This is an optimization exercise on Yosys and OpenROAD, whose aim is small area, not a production implementation. Function not checked in this run: the RTL went through the layout flow alone. No activity file was given, so power comes from the tool's default toggle rates.

$ cat config.mk
export PLATFORM = sky130hd
export DESIGN_NAME = gain
export DESIGN_NICKNAME = gain
export VERILOG_FILES = /design/flow/design.v
export SDC_FILE = /design/flow/constraint.sdc
export NUM_CORES = 4
export LEC_CHECK = 0
export CAP_MARGIN = 20
export CORE_MARGIN = 2
export CORE_UTILIZATION = 85
export CTS_BUF_LIST = sky130_fd_sc_hd__clkbuf_8
export SETUP_SLACK_MARGIN = 0.05
export SLEW_MARGIN = 20
export SYNTH_HIERARCHICAL = 1
export SYNTH_MINIMUM_KEEP_SIZE = 0
$ cat constraint.sdc
create_clock -name core_clock -period 6.4 [get_ports {clk}]
set_input_delay 1.2800 -clock core_clock [delete_from_list [all_inputs] [get_ports {clk}]]
set_output_delay 1.2800 -clock core_clock [all_outputs]
set_load 0.01 [all_outputs]
$ cat design.v
module gainAvs
   ( input  logic              clk,
     input  logic              reset,     
     input  logic              avsWr,
     input  logic   [ 31 : 0 ] avsWrData,
     output logic   [ 31 : 0 ] avsRdData,
     output logic   [ 15 : 0 ] coef );    
   logic            wrSat, hold;
   logic [ 15 : 0 ] coefNext;
   assign wrSat = avsWr & ( |avsWrData[ 31 : 16 ] );
   assign hold  = ~avsWr;
   for ( genvar i = 0; i < 16; i++ ) begin : gBit
      gainCoefBit coefBitInst
         ( .wr   ( avsWr          ),
           .hold ( hold           ),
           .sat  ( wrSat          ),
           .d    ( avsWrData[ i ] ),
           .q    ( coef[ i ]      ),
           .n    ( coefNext[ i ]  ) );
   end
   always_ff @( posedge clk, posedge reset )
   if ( reset ) begin
      avsRdData <= '0;
      coef      <= 16'd256;    
   end else begin
      coef      <= coefNext;
      avsRdData <= { 16'b0, coef };
   end
endmodule
module gainCoefBit
   ( input  logic wr, hold, sat, d, q,
     output logic n );
   assign n = ( wr & d ) | ( hold & q ) | sat;
endmodule
module gainMult
   ( input  logic                   clk,
     input  logic                   reset,
     input  logic                   st,
     input  logic signed [ 15 : 0 ] a,
     input  logic        [ 15 : 0 ] coef,
     output logic                   rdy,
     output logic signed [ 15 : 0 ] y );
   logic          [ 1 : 0 ] rdyReg;
   logic         [ 15 : 0 ] aReg;
   logic         [ 15 : 0 ] nCoef;
   logic          [ 7 : 0 ] bNOne, bNTwo, bNeg;    
   logic         [ 23 : 8 ] nP;                    
   logic         [ 14 : 0 ] aMag;                  
   logic         [ 15 : 0 ] cSuf;                  
   logic                    big, neg, ovf, nSet0, nSet1;
   logic         [ 15 : 0 ] yNext;
   logic         [ 14 : 0 ] ag, ap;
   logic pp1, pp2, pp3, pp4, pp5, pp6, pp7, pp8, pp9, pp10, pp11, pp12;
   logic pp13, pp14, pp15, pp16, pp17, pp18, pp19, pp20, pp21, pp22, pp23, pp24;
   logic pp25, pp26, pp27, pp28, pp29, pp30, pp31, pp32, pp33, pp34, pp35, pp36;
   logic pp37, pp38, pp39, pp40, pp41, pp42, pp43, pp44, pp45, pp46, pp47, pp48;
   logic pp49, pp50, pp51, pp52, pp53, pp54, pp55, pp56, pp57, pp58, pp59, pp60;
   logic pp61, pp62, pp63, pp64, pp65, pp66, pp67, pp68, pp69, pp70, pp71, pp72;
   logic pp73, pp74, pp75, pp76, pp77, pp78, pp79, pp80, pp81, pp82, pp83, pp84;
   logic pp85, pp86, pp87, pp88, pp89, pp90, pp91, pp92, pp93, pp94, pp95, pp96;
   logic pp97, pp98, pp99, pp100, pp101, pp102, pp103, pp104, pp105, pp106, pp107, pp108;
   logic pp109, pp110, pp111, pp112, pp113, pp114, pp115, pp116, pp117, pp118, pp119, pp120;
   logic pp121, pp122, pp123, pp124, s125, c126, s127, c128, s129, c130, s131, c132;
   logic s133, c134, s135, c136, s137, c138, s139, c140, s141, c142, s143, c144;
   logic s145, c146, s147, c148, s149, c150, s151, c152, s153, c154, s155, c156;
   logic s157, c158, s159, c160, s161, c162, s163, c164, s165, c166, s167, c168;
   logic s169, c170, s171, c172, s173, c174, s175, c176, s177, c178, s179, c180;
   logic s181, c182, s183, c184, s185, c186, s187, c188, s189, c190, s191, c192;
   logic s193, c194, s195, c196, s197, c198, s199, c200, s201, c202, s203, c204;
   logic s205, c206, s207, c208, s209, c210, s211, c212, s213, c214, s215, c216;
   logic s217, c218, s219, c220, s221, c222, s223, c224, s225, c226, s227, c228;
   logic s229, c230, s231, c232, s233, c234, s235, c236, s237, c238, s239, c240;
   logic s241, c242, s243, c244, s245, c246, s247, c248, s249, c250, s251, c252;
   logic s253, c254, s255, c256, s257, c258, s259, c260, s261, c262, s263, c264;
   logic s265, c266, s267, c268, s269, c270, s271, c272, s273, c274, s275, c276;
   logic s277, c278, s279, c280, s281, c282, s283, c284, s285, c286, s287, c288;
   logic s289, c290, s291, c292, s293, c294, s295, c296, s297, c298, s299, c300;
   logic s301, c302, s303, c304, s305, c306, s307, c308, s309, c310, s311, c312;
   logic s313, c314, s315, c316, s317, c318, s319, c320, s321, c322, s323, c324;
   logic s325, c326, s327, c328, s329, c330, c331, c332, c333, c334, c335, c336;
   logic c337, c338, c339, s340, c341, s342, pG343, pP344, pG345, pP346, pG347, pP348;
   logic pG349, pP350, pG351, pP352, pG353, pP354, pG355, pP356, pG357, pP358, pG359, pP360;
   logic pG361, pP362, pG363, pP364, pG365, pP366, pG367, pP368, pG369, pP370, pG371, pP372;
   logic pG373, pP374, pG375, pP376, pG377, pP378, pG379, pP380, pG381, pP382, pG383, pP384;
   logic pG385, pP386;
   always_ff @( posedge clk )
      aReg <= a;
   assign nCoef = ~coef;
   for ( genvar k = 0; k < 8; k++ ) begin : gEnc
      logic b2, b1, b0;
      assign b2 = aReg[ 2 * k + 1 ];
      assign b1 = aReg[ 2 * k ];
      if ( k == 0 ) begin : gLow
         assign b0 = 1'b0;
      end else begin : gHigh
         assign b0 = aReg[ 2 * k - 1 ];
      end
      assign bNOne[ k ] = ~( b1 ^ b0 );
      assign bNTwo[ k ] = ~( ( b2 & ~b1 & ~b0 ) | ( ~b2 & b1 & b0 ) );
      assign bNeg[ k ]  = b2;
   end
   gainBsel1 bsel1 ( bNOne[ 0 ], bNeg[ 0 ], nCoef[ 0 ], pp1 );
   gainBsel bsel2 ( bNOne[ 0 ], bNTwo[ 0 ], bNeg[ 0 ], nCoef[ 1 ], nCoef[ 0 ], pp2 );
   gainBsel bsel3 ( bNOne[ 0 ], bNTwo[ 0 ], bNeg[ 0 ], nCoef[ 2 ], nCoef[ 1 ], pp3 );
   gainBsel bsel4 ( bNOne[ 0 ], bNTwo[ 0 ], bNeg[ 0 ], nCoef[ 3 ], nCoef[ 2 ], pp4 );
   gainBsel bsel5 ( bNOne[ 0 ], bNTwo[ 0 ], bNeg[ 0 ], nCoef[ 4 ], nCoef[ 3 ], pp5 );
   gainBsel bsel6 ( bNOne[ 0 ], bNTwo[ 0 ], bNeg[ 0 ], nCoef[ 5 ], nCoef[ 4 ], pp6 );
   gainBsel bsel7 ( bNOne[ 0 ], bNTwo[ 0 ], bNeg[ 0 ], nCoef[ 6 ], nCoef[ 5 ], pp7 );
   gainBsel bsel8 ( bNOne[ 0 ], bNTwo[ 0 ], bNeg[ 0 ], nCoef[ 7 ], nCoef[ 6 ], pp8 );
   gainBsel bsel9 ( bNOne[ 0 ], bNTwo[ 0 ], bNeg[ 0 ], nCoef[ 8 ], nCoef[ 7 ], pp9 );
   gainBsel bsel10 ( bNOne[ 0 ], bNTwo[ 0 ], bNeg[ 0 ], nCoef[ 9 ], nCoef[ 8 ], pp10 );
   gainBsel bsel11 ( bNOne[ 0 ], bNTwo[ 0 ], bNeg[ 0 ], nCoef[ 10 ], nCoef[ 9 ], pp11 );
   gainBsel bsel12 ( bNOne[ 0 ], bNTwo[ 0 ], bNeg[ 0 ], nCoef[ 11 ], nCoef[ 10 ], pp12 );
   gainBsel bsel13 ( bNOne[ 0 ], bNTwo[ 0 ], bNeg[ 0 ], nCoef[ 12 ], nCoef[ 11 ], pp13 );
   gainBsel bsel14 ( bNOne[ 0 ], bNTwo[ 0 ], bNeg[ 0 ], nCoef[ 13 ], nCoef[ 12 ], pp14 );
   gainBsel bsel15 ( bNOne[ 0 ], bNTwo[ 0 ], bNeg[ 0 ], nCoef[ 14 ], nCoef[ 13 ], pp15 );
   gainBsel bsel16 ( bNOne[ 0 ], bNTwo[ 0 ], bNeg[ 0 ], nCoef[ 15 ], nCoef[ 14 ], pp16 );
   gainBsel1 bsel17 ( bNTwo[ 0 ], bNeg[ 0 ], nCoef[ 15 ], pp17 );
   assign pp18 = ~bNeg[ 0 ];
   gainBsel1 bsel19 ( bNOne[ 1 ], bNeg[ 1 ], nCoef[ 0 ], pp19 );
   gainBsel bsel20 ( bNOne[ 1 ], bNTwo[ 1 ], bNeg[ 1 ], nCoef[ 1 ], nCoef[ 0 ], pp20 );
   gainBsel bsel21 ( bNOne[ 1 ], bNTwo[ 1 ], bNeg[ 1 ], nCoef[ 2 ], nCoef[ 1 ], pp21 );
   gainBsel bsel22 ( bNOne[ 1 ], bNTwo[ 1 ], bNeg[ 1 ], nCoef[ 3 ], nCoef[ 2 ], pp22 );
   gainBsel bsel23 ( bNOne[ 1 ], bNTwo[ 1 ], bNeg[ 1 ], nCoef[ 4 ], nCoef[ 3 ], pp23 );
   gainBsel bsel24 ( bNOne[ 1 ], bNTwo[ 1 ], bNeg[ 1 ], nCoef[ 5 ], nCoef[ 4 ], pp24 );
   gainBsel bsel25 ( bNOne[ 1 ], bNTwo[ 1 ], bNeg[ 1 ], nCoef[ 6 ], nCoef[ 5 ], pp25 );
   gainBsel bsel26 ( bNOne[ 1 ], bNTwo[ 1 ], bNeg[ 1 ], nCoef[ 7 ], nCoef[ 6 ], pp26 );
   gainBsel bsel27 ( bNOne[ 1 ], bNTwo[ 1 ], bNeg[ 1 ], nCoef[ 8 ], nCoef[ 7 ], pp27 );
   gainBsel bsel28 ( bNOne[ 1 ], bNTwo[ 1 ], bNeg[ 1 ], nCoef[ 9 ], nCoef[ 8 ], pp28 );
   gainBsel bsel29 ( bNOne[ 1 ], bNTwo[ 1 ], bNeg[ 1 ], nCoef[ 10 ], nCoef[ 9 ], pp29 );
   gainBsel bsel30 ( bNOne[ 1 ], bNTwo[ 1 ], bNeg[ 1 ], nCoef[ 11 ], nCoef[ 10 ], pp30 );
   gainBsel bsel31 ( bNOne[ 1 ], bNTwo[ 1 ], bNeg[ 1 ], nCoef[ 12 ], nCoef[ 11 ], pp31 );
   gainBsel bsel32 ( bNOne[ 1 ], bNTwo[ 1 ], bNeg[ 1 ], nCoef[ 13 ], nCoef[ 12 ], pp32 );
   gainBsel bsel33 ( bNOne[ 1 ], bNTwo[ 1 ], bNeg[ 1 ], nCoef[ 14 ], nCoef[ 13 ], pp33 );
   gainBsel bsel34 ( bNOne[ 1 ], bNTwo[ 1 ], bNeg[ 1 ], nCoef[ 15 ], nCoef[ 14 ], pp34 );
   gainBsel1 bsel35 ( bNTwo[ 1 ], bNeg[ 1 ], nCoef[ 15 ], pp35 );
   assign pp36 = ~bNeg[ 1 ];
   gainBsel1 bsel37 ( bNOne[ 2 ], bNeg[ 2 ], nCoef[ 0 ], pp37 );
   gainBsel bsel38 ( bNOne[ 2 ], bNTwo[ 2 ], bNeg[ 2 ], nCoef[ 1 ], nCoef[ 0 ], pp38 );
   gainBsel bsel39 ( bNOne[ 2 ], bNTwo[ 2 ], bNeg[ 2 ], nCoef[ 2 ], nCoef[ 1 ], pp39 );
   gainBsel bsel40 ( bNOne[ 2 ], bNTwo[ 2 ], bNeg[ 2 ], nCoef[ 3 ], nCoef[ 2 ], pp40 );
   gainBsel bsel41 ( bNOne[ 2 ], bNTwo[ 2 ], bNeg[ 2 ], nCoef[ 4 ], nCoef[ 3 ], pp41 );
   gainBsel bsel42 ( bNOne[ 2 ], bNTwo[ 2 ], bNeg[ 2 ], nCoef[ 5 ], nCoef[ 4 ], pp42 );
   gainBsel bsel43 ( bNOne[ 2 ], bNTwo[ 2 ], bNeg[ 2 ], nCoef[ 6 ], nCoef[ 5 ], pp43 );
   gainBsel bsel44 ( bNOne[ 2 ], bNTwo[ 2 ], bNeg[ 2 ], nCoef[ 7 ], nCoef[ 6 ], pp44 );
   gainBsel bsel45 ( bNOne[ 2 ], bNTwo[ 2 ], bNeg[ 2 ], nCoef[ 8 ], nCoef[ 7 ], pp45 );
   gainBsel bsel46 ( bNOne[ 2 ], bNTwo[ 2 ], bNeg[ 2 ], nCoef[ 9 ], nCoef[ 8 ], pp46 );
   gainBsel bsel47 ( bNOne[ 2 ], bNTwo[ 2 ], bNeg[ 2 ], nCoef[ 10 ], nCoef[ 9 ], pp47 );
   gainBsel bsel48 ( bNOne[ 2 ], bNTwo[ 2 ], bNeg[ 2 ], nCoef[ 11 ], nCoef[ 10 ], pp48 );
   gainBsel bsel49 ( bNOne[ 2 ], bNTwo[ 2 ], bNeg[ 2 ], nCoef[ 12 ], nCoef[ 11 ], pp49 );
   gainBsel bsel50 ( bNOne[ 2 ], bNTwo[ 2 ], bNeg[ 2 ], nCoef[ 13 ], nCoef[ 12 ], pp50 );
   gainBsel bsel51 ( bNOne[ 2 ], bNTwo[ 2 ], bNeg[ 2 ], nCoef[ 14 ], nCoef[ 13 ], pp51 );
   gainBsel bsel52 ( bNOne[ 2 ], bNTwo[ 2 ], bNeg[ 2 ], nCoef[ 15 ], nCoef[ 14 ], pp52 );
   gainBsel1 bsel53 ( bNTwo[ 2 ], bNeg[ 2 ], nCoef[ 15 ], pp53 );
   assign pp54 = ~bNeg[ 2 ];
   gainBsel1 bsel55 ( bNOne[ 3 ], bNeg[ 3 ], nCoef[ 0 ], pp55 );
   gainBsel bsel56 ( bNOne[ 3 ], bNTwo[ 3 ], bNeg[ 3 ], nCoef[ 1 ], nCoef[ 0 ], pp56 );
   gainBsel bsel57 ( bNOne[ 3 ], bNTwo[ 3 ], bNeg[ 3 ], nCoef[ 2 ], nCoef[ 1 ], pp57 );
   gainBsel bsel58 ( bNOne[ 3 ], bNTwo[ 3 ], bNeg[ 3 ], nCoef[ 3 ], nCoef[ 2 ], pp58 );
   gainBsel bsel59 ( bNOne[ 3 ], bNTwo[ 3 ], bNeg[ 3 ], nCoef[ 4 ], nCoef[ 3 ], pp59 );
   gainBsel bsel60 ( bNOne[ 3 ], bNTwo[ 3 ], bNeg[ 3 ], nCoef[ 5 ], nCoef[ 4 ], pp60 );
   gainBsel bsel61 ( bNOne[ 3 ], bNTwo[ 3 ], bNeg[ 3 ], nCoef[ 6 ], nCoef[ 5 ], pp61 );
   gainBsel bsel62 ( bNOne[ 3 ], bNTwo[ 3 ], bNeg[ 3 ], nCoef[ 7 ], nCoef[ 6 ], pp62 );
   gainBsel bsel63 ( bNOne[ 3 ], bNTwo[ 3 ], bNeg[ 3 ], nCoef[ 8 ], nCoef[ 7 ], pp63 );
   gainBsel bsel64 ( bNOne[ 3 ], bNTwo[ 3 ], bNeg[ 3 ], nCoef[ 9 ], nCoef[ 8 ], pp64 );
   gainBsel bsel65 ( bNOne[ 3 ], bNTwo[ 3 ], bNeg[ 3 ], nCoef[ 10 ], nCoef[ 9 ], pp65 );
   gainBsel bsel66 ( bNOne[ 3 ], bNTwo[ 3 ], bNeg[ 3 ], nCoef[ 11 ], nCoef[ 10 ], pp66 );
   gainBsel bsel67 ( bNOne[ 3 ], bNTwo[ 3 ], bNeg[ 3 ], nCoef[ 12 ], nCoef[ 11 ], pp67 );
   gainBsel bsel68 ( bNOne[ 3 ], bNTwo[ 3 ], bNeg[ 3 ], nCoef[ 13 ], nCoef[ 12 ], pp68 );
   gainBsel bsel69 ( bNOne[ 3 ], bNTwo[ 3 ], bNeg[ 3 ], nCoef[ 14 ], nCoef[ 13 ], pp69 );
   gainBsel bsel70 ( bNOne[ 3 ], bNTwo[ 3 ], bNeg[ 3 ], nCoef[ 15 ], nCoef[ 14 ], pp70 );
   gainBsel1 bsel71 ( bNTwo[ 3 ], bNeg[ 3 ], nCoef[ 15 ], pp71 );
   assign pp72 = ~bNeg[ 3 ];
   gainBsel1 bsel73 ( bNOne[ 4 ], bNeg[ 4 ], nCoef[ 0 ], pp73 );
   gainBsel bsel74 ( bNOne[ 4 ], bNTwo[ 4 ], bNeg[ 4 ], nCoef[ 1 ], nCoef[ 0 ], pp74 );
   gainBsel bsel75 ( bNOne[ 4 ], bNTwo[ 4 ], bNeg[ 4 ], nCoef[ 2 ], nCoef[ 1 ], pp75 );
   gainBsel bsel76 ( bNOne[ 4 ], bNTwo[ 4 ], bNeg[ 4 ], nCoef[ 3 ], nCoef[ 2 ], pp76 );
   gainBsel bsel77 ( bNOne[ 4 ], bNTwo[ 4 ], bNeg[ 4 ], nCoef[ 4 ], nCoef[ 3 ], pp77 );
   gainBsel bsel78 ( bNOne[ 4 ], bNTwo[ 4 ], bNeg[ 4 ], nCoef[ 5 ], nCoef[ 4 ], pp78 );
   gainBsel bsel79 ( bNOne[ 4 ], bNTwo[ 4 ], bNeg[ 4 ], nCoef[ 6 ], nCoef[ 5 ], pp79 );
   gainBsel bsel80 ( bNOne[ 4 ], bNTwo[ 4 ], bNeg[ 4 ], nCoef[ 7 ], nCoef[ 6 ], pp80 );
   gainBsel bsel81 ( bNOne[ 4 ], bNTwo[ 4 ], bNeg[ 4 ], nCoef[ 8 ], nCoef[ 7 ], pp81 );
   gainBsel bsel82 ( bNOne[ 4 ], bNTwo[ 4 ], bNeg[ 4 ], nCoef[ 9 ], nCoef[ 8 ], pp82 );
   gainBsel bsel83 ( bNOne[ 4 ], bNTwo[ 4 ], bNeg[ 4 ], nCoef[ 10 ], nCoef[ 9 ], pp83 );
   gainBsel bsel84 ( bNOne[ 4 ], bNTwo[ 4 ], bNeg[ 4 ], nCoef[ 11 ], nCoef[ 10 ], pp84 );
   gainBsel bsel85 ( bNOne[ 4 ], bNTwo[ 4 ], bNeg[ 4 ], nCoef[ 12 ], nCoef[ 11 ], pp85 );
   gainBsel bsel86 ( bNOne[ 4 ], bNTwo[ 4 ], bNeg[ 4 ], nCoef[ 13 ], nCoef[ 12 ], pp86 );
   gainBsel bsel87 ( bNOne[ 4 ], bNTwo[ 4 ], bNeg[ 4 ], nCoef[ 14 ], nCoef[ 13 ], pp87 );
   gainBsel bsel88 ( bNOne[ 4 ], bNTwo[ 4 ], bNeg[ 4 ], nCoef[ 15 ], nCoef[ 14 ], pp88 );
   gainBsel1 bsel89 ( bNOne[ 5 ], bNeg[ 5 ], nCoef[ 0 ], pp89 );
   gainBsel bsel90 ( bNOne[ 5 ], bNTwo[ 5 ], bNeg[ 5 ], nCoef[ 1 ], nCoef[ 0 ], pp90 );
   gainBsel bsel91 ( bNOne[ 5 ], bNTwo[ 5 ], bNeg[ 5 ], nCoef[ 2 ], nCoef[ 1 ], pp91 );
   gainBsel bsel92 ( bNOne[ 5 ], bNTwo[ 5 ], bNeg[ 5 ], nCoef[ 3 ], nCoef[ 2 ], pp92 );
   gainBsel bsel93 ( bNOne[ 5 ], bNTwo[ 5 ], bNeg[ 5 ], nCoef[ 4 ], nCoef[ 3 ], pp93 );
   gainBsel bsel94 ( bNOne[ 5 ], bNTwo[ 5 ], bNeg[ 5 ], nCoef[ 5 ], nCoef[ 4 ], pp94 );
   gainBsel bsel95 ( bNOne[ 5 ], bNTwo[ 5 ], bNeg[ 5 ], nCoef[ 6 ], nCoef[ 5 ], pp95 );
   gainBsel bsel96 ( bNOne[ 5 ], bNTwo[ 5 ], bNeg[ 5 ], nCoef[ 7 ], nCoef[ 6 ], pp96 );
   gainBsel bsel97 ( bNOne[ 5 ], bNTwo[ 5 ], bNeg[ 5 ], nCoef[ 8 ], nCoef[ 7 ], pp97 );
   gainBsel bsel98 ( bNOne[ 5 ], bNTwo[ 5 ], bNeg[ 5 ], nCoef[ 9 ], nCoef[ 8 ], pp98 );
   gainBsel bsel99 ( bNOne[ 5 ], bNTwo[ 5 ], bNeg[ 5 ], nCoef[ 10 ], nCoef[ 9 ], pp99 );
   gainBsel bsel100 ( bNOne[ 5 ], bNTwo[ 5 ], bNeg[ 5 ], nCoef[ 11 ], nCoef[ 10 ], pp100 );
   gainBsel bsel101 ( bNOne[ 5 ], bNTwo[ 5 ], bNeg[ 5 ], nCoef[ 12 ], nCoef[ 11 ], pp101 );
   gainBsel bsel102 ( bNOne[ 5 ], bNTwo[ 5 ], bNeg[ 5 ], nCoef[ 13 ], nCoef[ 12 ], pp102 );
   gainBsel1 bsel103 ( bNOne[ 6 ], bNeg[ 6 ], nCoef[ 0 ], pp103 );
   gainBsel bsel104 ( bNOne[ 6 ], bNTwo[ 6 ], bNeg[ 6 ], nCoef[ 1 ], nCoef[ 0 ], pp104 );
   gainBsel bsel105 ( bNOne[ 6 ], bNTwo[ 6 ], bNeg[ 6 ], nCoef[ 2 ], nCoef[ 1 ], pp105 );
   gainBsel bsel106 ( bNOne[ 6 ], bNTwo[ 6 ], bNeg[ 6 ], nCoef[ 3 ], nCoef[ 2 ], pp106 );
   gainBsel bsel107 ( bNOne[ 6 ], bNTwo[ 6 ], bNeg[ 6 ], nCoef[ 4 ], nCoef[ 3 ], pp107 );
   gainBsel bsel108 ( bNOne[ 6 ], bNTwo[ 6 ], bNeg[ 6 ], nCoef[ 5 ], nCoef[ 4 ], pp108 );
   gainBsel bsel109 ( bNOne[ 6 ], bNTwo[ 6 ], bNeg[ 6 ], nCoef[ 6 ], nCoef[ 5 ], pp109 );
   gainBsel bsel110 ( bNOne[ 6 ], bNTwo[ 6 ], bNeg[ 6 ], nCoef[ 7 ], nCoef[ 6 ], pp110 );
   gainBsel bsel111 ( bNOne[ 6 ], bNTwo[ 6 ], bNeg[ 6 ], nCoef[ 8 ], nCoef[ 7 ], pp111 );
   gainBsel bsel112 ( bNOne[ 6 ], bNTwo[ 6 ], bNeg[ 6 ], nCoef[ 9 ], nCoef[ 8 ], pp112 );
   gainBsel bsel113 ( bNOne[ 6 ], bNTwo[ 6 ], bNeg[ 6 ], nCoef[ 10 ], nCoef[ 9 ], pp113 );
   gainBsel bsel114 ( bNOne[ 6 ], bNTwo[ 6 ], bNeg[ 6 ], nCoef[ 11 ], nCoef[ 10 ], pp114 );
   gainBsel1 bsel115 ( bNOne[ 7 ], bNeg[ 7 ], nCoef[ 0 ], pp115 );
   gainBsel bsel116 ( bNOne[ 7 ], bNTwo[ 7 ], bNeg[ 7 ], nCoef[ 1 ], nCoef[ 0 ], pp116 );
   gainBsel bsel117 ( bNOne[ 7 ], bNTwo[ 7 ], bNeg[ 7 ], nCoef[ 2 ], nCoef[ 1 ], pp117 );
   gainBsel bsel118 ( bNOne[ 7 ], bNTwo[ 7 ], bNeg[ 7 ], nCoef[ 3 ], nCoef[ 2 ], pp118 );
   gainBsel bsel119 ( bNOne[ 7 ], bNTwo[ 7 ], bNeg[ 7 ], nCoef[ 4 ], nCoef[ 3 ], pp119 );
   gainBsel bsel120 ( bNOne[ 7 ], bNTwo[ 7 ], bNeg[ 7 ], nCoef[ 5 ], nCoef[ 4 ], pp120 );
   gainBsel bsel121 ( bNOne[ 7 ], bNTwo[ 7 ], bNeg[ 7 ], nCoef[ 6 ], nCoef[ 5 ], pp121 );
   gainBsel bsel122 ( bNOne[ 7 ], bNTwo[ 7 ], bNeg[ 7 ], nCoef[ 7 ], nCoef[ 6 ], pp122 );
   gainBsel bsel123 ( bNOne[ 7 ], bNTwo[ 7 ], bNeg[ 7 ], nCoef[ 8 ], nCoef[ 7 ], pp123 );
   gainBsel bsel124 ( bNOne[ 7 ], bNTwo[ 7 ], bNeg[ 7 ], nCoef[ 9 ], nCoef[ 8 ], pp124 );
   gainHa ha126 ( bNeg[ 5 ], pp11, s125, c126 );
   gainHa ha128 ( pp12, pp28, s127, c128 );
   gainFa fa130 ( bNeg[ 6 ], pp13, pp29, s129, c130 );
   gainHa ha132 ( pp45, pp61, s131, c132 );
   gainFa fa134 ( pp14, pp30, pp46, s133, c134 );
   gainHa ha136 ( pp62, pp78, s135, c136 );
   gainFa fa138 ( bNeg[ 7 ], pp15, pp31, s137, c138 );
   gainFa fa140 ( pp47, pp63, pp79, s139, c140 );
   gainHa ha142 ( pp93, pp105, s141, c142 );
   gainFa fa144 ( pp16, pp32, pp48, s143, c144 );
   gainFa fa146 ( pp64, pp80, pp94, s145, c146 );
   gainHa ha148 ( pp106, pp116, s147, c148 );
   gainFa fa150 ( pp17, pp33, pp49, s149, c150 );
   gainFa fa152 ( pp65, pp81, pp95, s151, c152 );
   gainHa ha154 ( pp107, pp117, s153, c154 );
   gainFa1 fa156 ( pp18, pp34, s155, c156 );
   gainFa fa158 ( pp50, pp66, pp82, s157, c158 );
   gainFa fa160 ( pp96, pp108, pp118, s159, c160 );
   gainFa1 fa162 ( pp35, pp51, s161, c162 );
   gainFa fa164 ( pp67, pp83, pp97, s163, c164 );
   gainHa ha166 ( pp109, pp119, s165, c166 );
   gainFa fa168 ( pp36, pp52, pp68, s167, c168 );
   gainFa fa170 ( pp84, pp98, pp110, s169, c170 );
   gainFa1 fa172 ( pp53, pp69, s171, c172 );
   gainHa ha174 ( pp85, pp99, s173, c174 );
   gainFa fa176 ( pp54, pp70, pp86, s175, c176 );
   assign s177 = ~pp71;
   assign c178 = pp71;
   gainHa ha180 ( bNeg[ 3 ], pp7, s179, c180 );
   gainHa ha182 ( pp8, pp24, s181, c182 );
   gainFa fa184 ( bNeg[ 4 ], pp9, pp25, s183, c184 );
   gainHa ha186 ( pp41, pp57, s185, c186 );
   gainFa fa188 ( pp10, pp26, pp42, s187, c188 );
   gainHa ha190 ( pp58, pp74, s189, c190 );
   gainFa fa192 ( pp27, pp43, pp59, s191, c192 );
   gainFa fa194 ( pp75, pp89, s125, s193, c194 );
   gainFa fa196 ( pp44, pp60, pp76, s195, c196 );
   gainFa fa198 ( pp90, s127, c126, s197, c198 );
   gainFa fa200 ( pp77, pp91, pp103, s199, c200 );
   gainFa fa202 ( s131, c128, s129, s201, c202 );
   gainFa fa204 ( pp92, pp104, s135, s203, c204 );
   gainFa fa206 ( c132, c130, s133, s205, c206 );
   gainFa fa208 ( pp115, s141, c136, s207, c208 );
   gainFa fa210 ( c134, s137, s139, s209, c210 );
   gainFa fa212 ( s147, c142, c138, s211, c212 );
   gainFa fa214 ( c140, s143, s145, s213, c214 );
   gainFa fa216 ( s153, c148, c144, s215, c216 );
   gainFa fa218 ( c146, s149, s151, s217, c218 );
   gainFa fa220 ( c154, c150, c152, s219, c220 );
   gainFa fa222 ( s155, s157, s159, s221, c222 );
   gainFa fa224 ( s165, c156, c158, s223, c224 );
   gainFa fa226 ( c160, s161, s163, s225, c226 );
   gainFa fa228 ( pp120, c166, c162, s227, c228 );
   gainFa fa230 ( c164, s167, s169, s229, c230 );
   gainFa fa232 ( pp111, pp121, s173, s231, c232 );
   gainFa fa234 ( c168, c170, s171, s233, c234 );
   gainFa fa236 ( pp100, pp112, pp122, s235, c236 );
   gainFa fa238 ( c174, c172, s175, s237, c238 );
   gainFa fa240 ( pp87, pp101, pp113, s239, c240 );
   gainFa fa242 ( pp123, s177, c176, s241, c242 );
   gainFa fa244 ( pp72, pp88, pp102, s243, c244 );
   gainFa fa246 ( pp114, pp124, c178, s245, c246 );
   gainHa ha248 ( bNeg[ 2 ], pp5, s247, c248 );
   gainHa ha250 ( pp6, pp22, s249, c250 );
   gainFa fa252 ( pp23, pp39, pp55, s251, c252 );
   gainFa fa254 ( pp40, pp56, s181, s253, c254 );
   gainFa fa256 ( pp73, s185, c182, s255, c256 );
   gainFa fa258 ( s189, c186, c184, s257, c258 );
   gainFa fa260 ( c190, c188, s191, s259, c260 );
   gainFa fa262 ( c192, s195, c194, s261, c262 );
   gainFa fa264 ( c196, s199, c198, s263, c264 );
   gainFa fa266 ( c200, s203, c202, s265, c266 );
   gainFa fa268 ( c204, s207, c206, s267, c268 );
   gainFa fa270 ( c208, s211, c210, s269, c270 );
   gainFa fa272 ( c212, s215, c214, s271, c272 );
   gainFa fa274 ( c216, s219, c218, s273, c274 );
   gainFa fa276 ( c220, s223, c222, s275, c276 );
   gainFa fa278 ( c224, s227, c226, s277, c278 );
   gainFa fa280 ( s231, c228, c230, s279, c280 );
   gainFa fa282 ( s235, c232, c234, s281, c282 );
   gainFa fa284 ( c236, s239, s241, s283, c284 );
   gainFa fa286 ( c240, s243, s245, s285, c286 );
   gainHa ha288 ( bNeg[ 1 ], pp3, s287, c288 );
   gainHa ha290 ( pp4, pp20, s289, c290 );
   gainFa fa292 ( pp21, pp37, s247, s291, c292 );
   gainFa fa294 ( pp38, s249, c248, s293, c294 );
   gainFa fa296 ( s179, c250, s251, s295, c296 );
   gainFa fa298 ( c180, c252, s253, s297, c298 );
   gainFa fa300 ( s183, c254, s255, s299, c300 );
   gainFa fa302 ( s187, c256, s257, s301, c302 );
   gainFa fa304 ( s193, c258, s259, s303, c304 );
   gainFa fa306 ( s197, c260, s261, s305, c306 );
   gainFa fa308 ( s201, c262, s263, s307, c308 );
   gainFa fa310 ( s205, c264, s265, s309, c310 );
   gainFa fa312 ( s209, c266, s267, s311, c312 );
   gainFa fa314 ( s213, c268, s269, s313, c314 );
   gainFa fa316 ( s217, c270, s271, s315, c316 );
   gainFa fa318 ( s221, c272, s273, s317, c318 );
   gainFa fa320 ( s225, c274, s275, s319, c320 );
   gainFa fa322 ( s229, c276, s277, s321, c322 );
   gainFa fa324 ( s233, c278, s279, s323, c324 );
   gainFa fa326 ( s237, c280, s281, s325, c326 );
   gainFa fa328 ( c238, c282, s283, s327, c328 );
   gainFa fa330 ( c242, s285, c284, s329, c330 );
   assign c331 = bNeg[ 0 ] & pp1;
   assign c332 = pp2 & c331;
   gainMaj maj333 ( pp19, s287, c332, c333 );
   gainMaj maj334 ( s289, c288, c333, c334 );
   gainMaj maj335 ( s291, c290, c334, c335 );
   gainMaj maj336 ( s293, c292, c335, c336 );
   gainMaj maj337 ( s295, c294, c336, c337 );
   gainMaj maj338 ( s297, c296, c337, c338 );
   gainFa fa340 ( s299, c298, c338, s340, c339 );
   gainFa fa342 ( s301, c300, c339, s342, c341 );
   assign nP[ 8 ] = ~s340;
   assign nP[ 9 ] = ~s342;
   assign ag[ 0 ] = 1'b1 & c341;
   assign ap[ 0 ] = 1'b1 ^ c341;
   assign ag[ 1 ] = s303 & c302;
   assign ap[ 1 ] = s303 ^ c302;
   assign ag[ 2 ] = s305 & c304;
   assign ap[ 2 ] = s305 ^ c304;
   assign ag[ 3 ] = s307 & c306;
   assign ap[ 3 ] = s307 ^ c306;
   assign ag[ 4 ] = s309 & c308;
   assign ap[ 4 ] = s309 ^ c308;
   assign ag[ 5 ] = s311 & c310;
   assign ap[ 5 ] = s311 ^ c310;
   assign ag[ 6 ] = s313 & c312;
   assign ap[ 6 ] = s313 ^ c312;
   assign ag[ 7 ] = s315 & c314;
   assign ap[ 7 ] = s315 ^ c314;
   assign ag[ 8 ] = s317 & c316;
   assign ap[ 8 ] = s317 ^ c316;
   assign ag[ 9 ] = s319 & c318;
   assign ap[ 9 ] = s319 ^ c318;
   assign ag[ 10 ] = s321 & c320;
   assign ap[ 10 ] = s321 ^ c320;
   assign ag[ 11 ] = s323 & c322;
   assign ap[ 11 ] = s323 ^ c322;
   assign ag[ 12 ] = s325 & c324;
   assign ap[ 12 ] = s325 ^ c324;
   assign ag[ 13 ] = s327 & c326;
   assign ap[ 13 ] = s327 ^ c326;
   assign ag[ 14 ] = s329 & c328;
   assign ap[ 14 ] = s329 ^ c328;
   assign pG343 = ag[ 1 ] | ( ap[ 1 ] & ag[ 0 ] );
   assign pP344 = ap[ 1 ] & ap[ 0 ];
   assign pG345 = ag[ 3 ] | ( ap[ 3 ] & ag[ 2 ] );
   assign pP346 = ap[ 3 ] & ap[ 2 ];
   assign pG347 = ag[ 5 ] | ( ap[ 5 ] & ag[ 4 ] );
   assign pP348 = ap[ 5 ] & ap[ 4 ];
   assign pG349 = ag[ 7 ] | ( ap[ 7 ] & ag[ 6 ] );
   assign pP350 = ap[ 7 ] & ap[ 6 ];
   assign pG351 = ag[ 9 ] | ( ap[ 9 ] & ag[ 8 ] );
   assign pP352 = ap[ 9 ] & ap[ 8 ];
   assign pG353 = ag[ 11 ] | ( ap[ 11 ] & ag[ 10 ] );
   assign pP354 = ap[ 11 ] & ap[ 10 ];
   assign pG355 = ag[ 13 ] | ( ap[ 13 ] & ag[ 12 ] );
   assign pP356 = ap[ 13 ] & ap[ 12 ];
   assign pG357 = pG345 | ( pP346 & pG343 );
   assign pP358 = pP346 & pP344;
   assign pG359 = pG349 | ( pP350 & pG347 );
   assign pP360 = pP350 & pP348;
   assign pG361 = pG353 | ( pP354 & pG351 );
   assign pP362 = pP354 & pP352;
   assign pG363 = pG359 | ( pP360 & pG357 );
   assign pP364 = pP360 & pP358;
   assign pG365 = pG361 | ( pP362 & pG363 );
   assign pP366 = pP362 & pP364;
   assign pG367 = pG347 | ( pP348 & pG357 );
   assign pP368 = pP348 & pP358;
   assign pG369 = pG351 | ( pP352 & pG363 );
   assign pP370 = pP352 & pP364;
   assign pG371 = pG355 | ( pP356 & pG365 );
   assign pP372 = pP356 & pP366;
   assign pG373 = ag[ 2 ] | ( ap[ 2 ] & pG343 );
   assign pP374 = ap[ 2 ] & pP344;
   assign pG375 = ag[ 4 ] | ( ap[ 4 ] & pG357 );
   assign pP376 = ap[ 4 ] & pP358;
   assign pG377 = ag[ 6 ] | ( ap[ 6 ] & pG367 );
   assign pP378 = ap[ 6 ] & pP368;
   assign pG379 = ag[ 8 ] | ( ap[ 8 ] & pG363 );
   assign pP380 = ap[ 8 ] & pP364;
   assign pG381 = ag[ 10 ] | ( ap[ 10 ] & pG369 );
   assign pP382 = ap[ 10 ] & pP370;
   assign pG383 = ag[ 12 ] | ( ap[ 12 ] & pG365 );
   assign pP384 = ap[ 12 ] & pP366;
   assign pG385 = ag[ 14 ] | ( ap[ 14 ] & pG371 );
   assign pP386 = ap[ 14 ] & pP372;
   assign nP[ 10 ] = ~( ap[ 1 ] ^ ag[ 0 ] );
   assign nP[ 11 ] = ~( ap[ 2 ] ^ pG343 );
   assign nP[ 12 ] = ~( ap[ 3 ] ^ pG373 );
   assign nP[ 13 ] = ~( ap[ 4 ] ^ pG357 );
   assign nP[ 14 ] = ~( ap[ 5 ] ^ pG375 );
   assign nP[ 15 ] = ~( ap[ 6 ] ^ pG367 );
   assign nP[ 16 ] = ~( ap[ 7 ] ^ pG377 );
   assign nP[ 17 ] = ~( ap[ 8 ] ^ pG363 );
   assign nP[ 18 ] = ~( ap[ 9 ] ^ pG379 );
   assign nP[ 19 ] = ~( ap[ 10 ] ^ pG369 );
   assign nP[ 20 ] = ~( ap[ 11 ] ^ pG381 );
   assign nP[ 21 ] = ~( ap[ 12 ] ^ pG365 );
   assign nP[ 22 ] = ~( ap[ 13 ] ^ pG383 );
   assign nP[ 23 ] = ~( ap[ 14 ] ^ pG371 );
   assign aMag = aReg[ 14 : 0 ] ^ { 15{ aReg[ 15 ] } };
   assign cSuf[ 15 ] = coef[ 15 ];
   for ( genvar k = 14; k >= 0; k-- ) begin : gSuf
      assign cSuf[ k ] = cSuf[ k + 1 ] | coef[ k ];
   end
   assign big = |( aMag[ 14 : 8 ] & { cSuf[ 9 ], cSuf[ 10 ], cSuf[ 11 ], cSuf[ 12 ], cSuf[ 13 ], cSuf[ 14 ], cSuf[ 15 ] } );
   assign neg = aReg[ 15 ] & cSuf[ 0 ];
   assign ovf = big | ~( nP[ 23 ] ^ neg );
   assign nSet0 = ~( ovf & ~neg );
   for ( genvar k = 0; k < 15; k++ ) begin : gSat
      gainSat satInst ( ovf, nP[ k + 8 ], nSet0, yNext[ k ] );
   end
   assign yNext[ 15 ] = neg;
   always_ff @( posedge clk, posedge reset )
   if ( reset ) begin
      y      <= '0;
      rdyReg <= '0;
   end else begin
      rdyReg <= { rdyReg[ 0 ], st };
      y      <= yNext;
   end
   assign rdy = rdyReg[ 1 ];
endmodule
module gainBsel
   ( input  logic nOne, nTwo, neg, nc0, nc1,
     output logic x );
   assign x = ~( ( nOne | nc0 ) & ( nTwo | nc1 ) ) ^ neg;
endmodule
module gainBsel1
   ( input  logic nSel, neg, nc,
     output logic x );
   assign x = ~( nSel | nc ) ^ neg;
endmodule
module gainFa
   ( input  logic a, b, ci,
     output logic s, co );
   assign s  = a ^ b ^ ci;
   assign co = ( a & b ) | ( a & ci ) | ( b & ci );
endmodule
module gainFa1
   ( input  logic a, b,
     output logic s, co );
   assign s  = ~( a ^ b );
   assign co = a | b;
endmodule
module gainHa
   ( input  logic a, b,
     output logic s, co );
   assign s  = a ^ b;
   assign co = a & b;
endmodule
module gainMaj
   ( input  logic a, b, ci,
     output logic co );
   assign co = ( a & b ) | ( a & ci ) | ( b & ci );
endmodule
module gainSat
   ( input  logic ovf, nP, nSet,
     output logic y );
   assign y = ~( ( ovf | nP ) & nSet );
endmodule
module gain
   ( input  logic                 clk,
     input  logic                 reset,
     input  logic                 avsWr,
     input  logic        [ 31 : 0 ] avsWrData,
     output logic        [ 31 : 0 ] avsRdData,
     input  logic                 st,
     input  logic signed [ 15 : 0 ] a,
     output logic                 rdy,
     output logic signed [ 15 : 0 ] y );
   logic [ 15 : 0 ] coef;
   gainAvs gainAvsInst
      ( .clk       ( clk       ),
        .reset     ( reset     ),
        .avsWr     ( avsWr     ),
        .avsWrData ( avsWrData ),
        .avsRdData ( avsRdData ),
        .coef      ( coef      ) );
   gainMult gainMultInst
      ( .clk   ( clk                ),
        .reset ( reset              ),
        .st    ( st                 ),
        .a     ( a                  ),
        .coef  ( avsRdData[ 15 : 0 ] ),
        .rdy   ( rdy                ),
        .y     ( y                  ) );
endmodule
$ cat flow/run.sh
#!/bin/bash
# Standard layout (the standard.sh: standard synthesis and ORFS steps) with these
# changes: every combinational cell is set to its smallest drive strength after
# floorplan (flow/downsize.tcl; later repair steps size up what they need), the ports
# are buffered with the smallest buffer cell, and clock tree synthesis adds no dummy
# loads, and the constant outputs share one tie cell. Each ORFS step keeps its own log under orfs/logs/; make's output goes to
# standard_flow.log.
set -euo pipefail
here=$(pwd)
bash standard.sh "POST_FLOORPLAN_TCL=$here/flow/downsize.tcl" \
  'BUFFER_PORTS_ARGS=-buffer_cell sky130_fd_sc_hd__buf_1' \
  'CTS_ARGS=-sink_clustering_enable -repair_clock_nets -buf_list sky130_fd_sc_hd__clkbuf_8 -dont_use_dummy_load' \
  'SKIP_REPAIR_TIE_FANOUT=1' finish > standard_flow.log 2>&1
$ cat flow/downsize.tcl
# Sourced after floorplan (POST_FLOORPLAN_TCL): give every combinational cell
# the smallest drive strength of its function; the later repair steps size up
# what timing, slew and capacitance need.
set skip {^(df|dl|sdf|edf|conb|tap|fill|decap|diode|clk|lpflow|probe|macro)}
set dont_use [split [string trim $::env(DONT_USE_CELLS)]]
set n_swapped 0
foreach inst [get_cells *] {
  set m [get_property $inst ref_name]
  if { ![regexp {^sky130_fd_sc_hd__(.+)_([0-9]+)$} $m -> base drv] } { continue }
  if { [regexp $skip $base] } { continue }
  set best ""
  set best_area 1e9
  foreach lc [get_lib_cells sky130_fd_sc_hd__${base}_*] {
    set name [get_property $lc name]
    if { ![regexp "^sky130_fd_sc_hd__${base}_\[0-9\]+\$" $name] } { continue }
    if { [lsearch -exact $dont_use $name] >= 0 } { continue }
    set a [get_property $lc area]
    if { $a < $best_area } {
      set best_area $a
      set best $name
    }
  }
  if { $best ne "" && $best ne $m } {
    set cur_area [get_property [lindex [get_lib_cells $m] 0] area]
    if { $best_area < $cur_area } {
      replace_cell [get_property $inst full_name] $best
      incr n_swapped
    }
  }
}
puts "downsize: $n_swapped cells downsized"
$ cat standard.sh
#!/bin/bash
# synth_recipe.tcl (not shown) runs the flow's synth.tcl, then flattens the netlist and writes it again
# the make line also repeats each setting of config.mk as NAME=value (left out here)
make -C /OpenROAD-flow-scripts/flow DESIGN_CONFIG=/design/flow/config.mk WORK_HOME=/design/flow/orfs CLKGATE_MAP_FILE= SYNTH_SCRIPT=/design/flow/synth_recipe.tcl "${@:-finish}"
==> results.yml <==
critical_path:
  path_class: "reg2reg"
  arrival_ns: 6.35
  r2r_end: "gainMultInst.y[3]"
  cp-startpoint: "gainMultInst.aReg[0]"
  r2r-start: "gainMultInst.aReg[0]"
  crit_fanout: 8
  reg2regPathDepth: 21
  cp-end-kind: "flip-flop"
  reg2reg_slack_ns: 0.26
  critPathLaunchType: "flip-flop"
  cp.required_ns: 6.61
synth:
  syn_area_um2: 7590
  ys_seq_area_frac: 0.207
  synth_cell_types: 45
  synth_seq_cells: 66
  synth-edff-count: 0
  synthCells: 644
  yosysTopAreaCellShare: 0.240
  ys.flop_type: "dfrtp_1"
  synth_area_leaders: "fa_1 (24%), o22ai_2 (18%), dfrtp_1 (16%)"
  ys_warn_count: 8
  syn-num-nets: 821
  async_flop_share: 0.758
  avgSynthCellArea_um2: 11.8
  yosysTopAreaCell: "fa_1"
floorplanning:
  rows: 34
  start_util: 0.875
  core_um2: 8680
  die_w_um: 98.5
  die_h_um: 98.5
  die_area_um2: 9710
  ios: 101
finish:
  drive_above_1_share: 0.0922
  multiInputGateArea_um2: 5020
  nets: 938
  area_growth_syn_to_layout_pct: 1.37
  num-fill-cells: 418
  final_cell_mix: "xor2_1 (125), o22ai_1 (106), fa_1 (88)"
  area.sequential_um2: 1580
  diodes: 0
  final_common_cell: "xor2_1"
  final_area_um2: 7700
cts:
  clk_root_buffer_cell: "clkbuf_8"
  cts.sinks: 66
  cts_buffers: 9
  clk_pin_slew_worst_paths_ns: 0.07
  tritoncts: "yes"
  h-tree-depth: 3
  worstSkewPairLatency_ns: 0.34
  clockBufferDepth: 2
  cts_hold_buf: 0
timing:
  max_slew_margin: 0.518
  timing.final.crit_share: 0.959
  fin_ws_ns: 0.262
  finalSetupViolations: 0
  maxClockFrequency_mhz: 163
  fin_setup_tns_ns: 0
  hold_viol_final: 0
  finalClockSkew_ns: 0.0150
  finalCriticalPeriod_ns: 6.14
  worst_slew_pin_slew_ns: 0.723
  maxSlewViolCount: 0
placed_design:
  portBuffers: 84
  routabilityCongestion: 1.02
  placed_cell_area_um2: 7470
  preCtsSetupSlack_ns: -0.0664
  place_hpwl_mm: 14.3
power:
  p_sw_mw: 2.69
  swShare: 0.504
  p_clk_frac: 0.049
  irDropWorstVdd_uv: 767
  pwr-share-seq: 0.089
  p_per_area_nw_per_um2: 694
  leakagePower_nw: 3.29
  combPwrFrac: 0.862
  internal_power_mw: 2.65
detailed_routing:
  vias: 6099
  ant_nets: 0
  dr.first_iter.drc_count: 694
  post_drt_wl_per_cell_um: 23.1
  firstDrtPassIters: 6
  drt-total-wl_mm: 20.0
  vias_per_cell: 7.03
  drc_errors: 0
run:
  maxCapViolations: 0
worst_hold_path:
  hold_depth: 0
  min-delay-start: "gainMultInst.rdyReg[0]"
  hold_path_class: "reg2reg"
  holdPathEnd: "gainMultInst.rdyReg[1]"
grt:
  grt_pass1_wl_mm: 31.2
  grt_max_degree: 33
  grt_pass1_vias: 6194
  grt_antenna_before_repair: 0
  track_usage: 0.416
  grt-ovfl-total: 0
outcome:
  status: "complete, no violations"
[timing repair]
item,CTS,global route
buffers inserted,0,4
endpoints found under the setup margin,15,15
gates resized for setup,3,17
gates cloned,0,1
pin swaps,0,10
[cell type report]
cell class,count,area share
Multi-Input combinational cell,504,0.652
Sequential cell,66,0.205
Timing Repair Buffer,125,0.0819
Inverter,55,0.0273
Tap cell,108,0.0176
Clock buffer,9,0.0161
[worst max-delay path: stages (launching register included)]
cell	delay, ns
dfxtp_2	0.34
clkinvlp_4	0.13
nand2_4	0.11
o22ai_2	0.07
xor2_1	0.17
ha_1	0.27
maj3_1	0.36
maj3_2	0.32
maj3_2	0.32
maj3_1	0.36
maj3_1	0.36
maj3_2	0.32
fa_2	0.38
fa_2	0.40
fa_2	0.41
a211oi_2	0.28
o211ai_1	0.19
a22o_1	0.27
a221oi_2	0.36
mux2i_1	0.31
buf_4	0.21
o21ai_1	0.07
[cell usage after synthesis, types with 2 or more instances]
cell and count:
xor2_1 125, o22ai_2 108, fa_1 91, inv_1 55
dfrtp_1 49, ha_1 34, nor2_1 19, a221o_1 16
buf_4 16, dfxtp_1 16, a21oi_1 15, o21ai_1 15
xnor2_1 10, nor3_1 9, a21o_1 8, maj3_2 6
nand2_1 5, nand3_1 4, nor4_1 4, o21ai_0 4
and3_1 3, nor2b_1 3, o211ai_1 3, o21a_1 3
a31oi_1 2, mux2i_1 2
[Yosys stat by module (local to each module, per instance), excerpt]
module	flops+latches	cell area, um2
gainBsel1	0	12.5
gainBsel	0	21.3
gainAvs	32	967
gainMaj	0	11.3
gainFa1	0	27.5
gainHa	0	12.5
gainFa	0	20.0
gainMult	34	1900
gainSat	0	5.00
gainCoefBit	0	10.0
[layer usage]
metal | vias up | part of all wire | track usage
met1 | 2865 | 0.34 | 0.511
met3 | 167 | 0.12 | 0.0908
met5 | - | 0 | 0
met4 | 0 | 0.071 | 0.211
li1 | 2529 | - | -
met2 | 538 | 0.48 | 0.698
[flip-flops by register name, summed over array words and instances, names as in the netlist]
register and flops:
gainMultInst.rdyReg 2, gainAvsInst.coef 16, gainMultInst.aReg 16, gainMultInst.y 16, gainAvsInst.avsRdData 16
[worst max path at each step]
stage | depth (start not counted) | slack (ns) | endpoint
after global placement | 20 | 0.19 | gainMultInst.y[8]
after global routing | 21 | -0.02 | gainMultInst.y[11]
after CTS | 20 | 0.14 | gainMultInst.y[3]
final | 21 | 0.26 | gainMultInst.y[3]
after detailed placement | 19 | -0.07 | gainMultInst.y[13]
after floorplan | 19 | 0.05 | gainMultInst.y[0]
[power by group through the flow]
stage	Clock (mW)	Combinational, mW	Sequential (mW)
6_report	0.264	4.60	0.475
5_1_grt	0.282	5.12	0.478
4_1_cts	0.266	4.26	0.475
3_5_place_dp	0	4.16	0.482
3_3_place_gp	0	3.95	0.481
2_1_floorplan	0	3.24	0.500
[through the flow]
stage / util / power [mW] / hold WS (ns) / cells
after floorplan: - / 3.74 / 0.331 / 644
after global placement: 0.861 / 4.43 / 0.339 / 853
after detailed placement: 0.861 / 4.64 / 0.346 / 853
after CTS: 0.877 / 5.00 / 0.360 / 862
after global routing: 0.887 / 5.88 / 0.370 / 867
final: 0.887 / 5.34 / 0.354 / 867
[kinds of logic after synthesis]
logic type	after synthesis	share of synthesized area
compound gates	182	0.246
xor+xnor	135	0.156
fa+ha+maj	131	0.305
buf+inv	74	0.0468
flops	66	0.207
simple gates	53	0.0363
mux	2	0.00264
other cells	1	0.000494

[port drivers added, routing unchanged]
Ports are ideal in the flow. The routed layout listed here was re-timed in OpenROAD. Step 1 assumes that a clkbuf_16 drives the clock port and a buf_2 every other input. Step 2 adds t to the input delays and takes it off the output delays; t is the mean of the earliest and latest rising clock arrival at the registers after step 1. Input paths then give back, and output paths get back, about the clock's delay inside the block. Three values: ideal ports, drivers, drivers and shift; two values: the first two.
shift t [ns]: 0.363
setup WS [ns]: 0.262 / 0.262 / 0.262
slew at the worst register clock pin (ns): 0.08 / 0.08
worst slew at a driven data input, ns: 0.03
pins driven straight from the clock port: 1
After both steps setup and hold are still met in this run. The setup slack of this run moves by 0.000 ns with the drivers and by 0.000 ns with both steps.
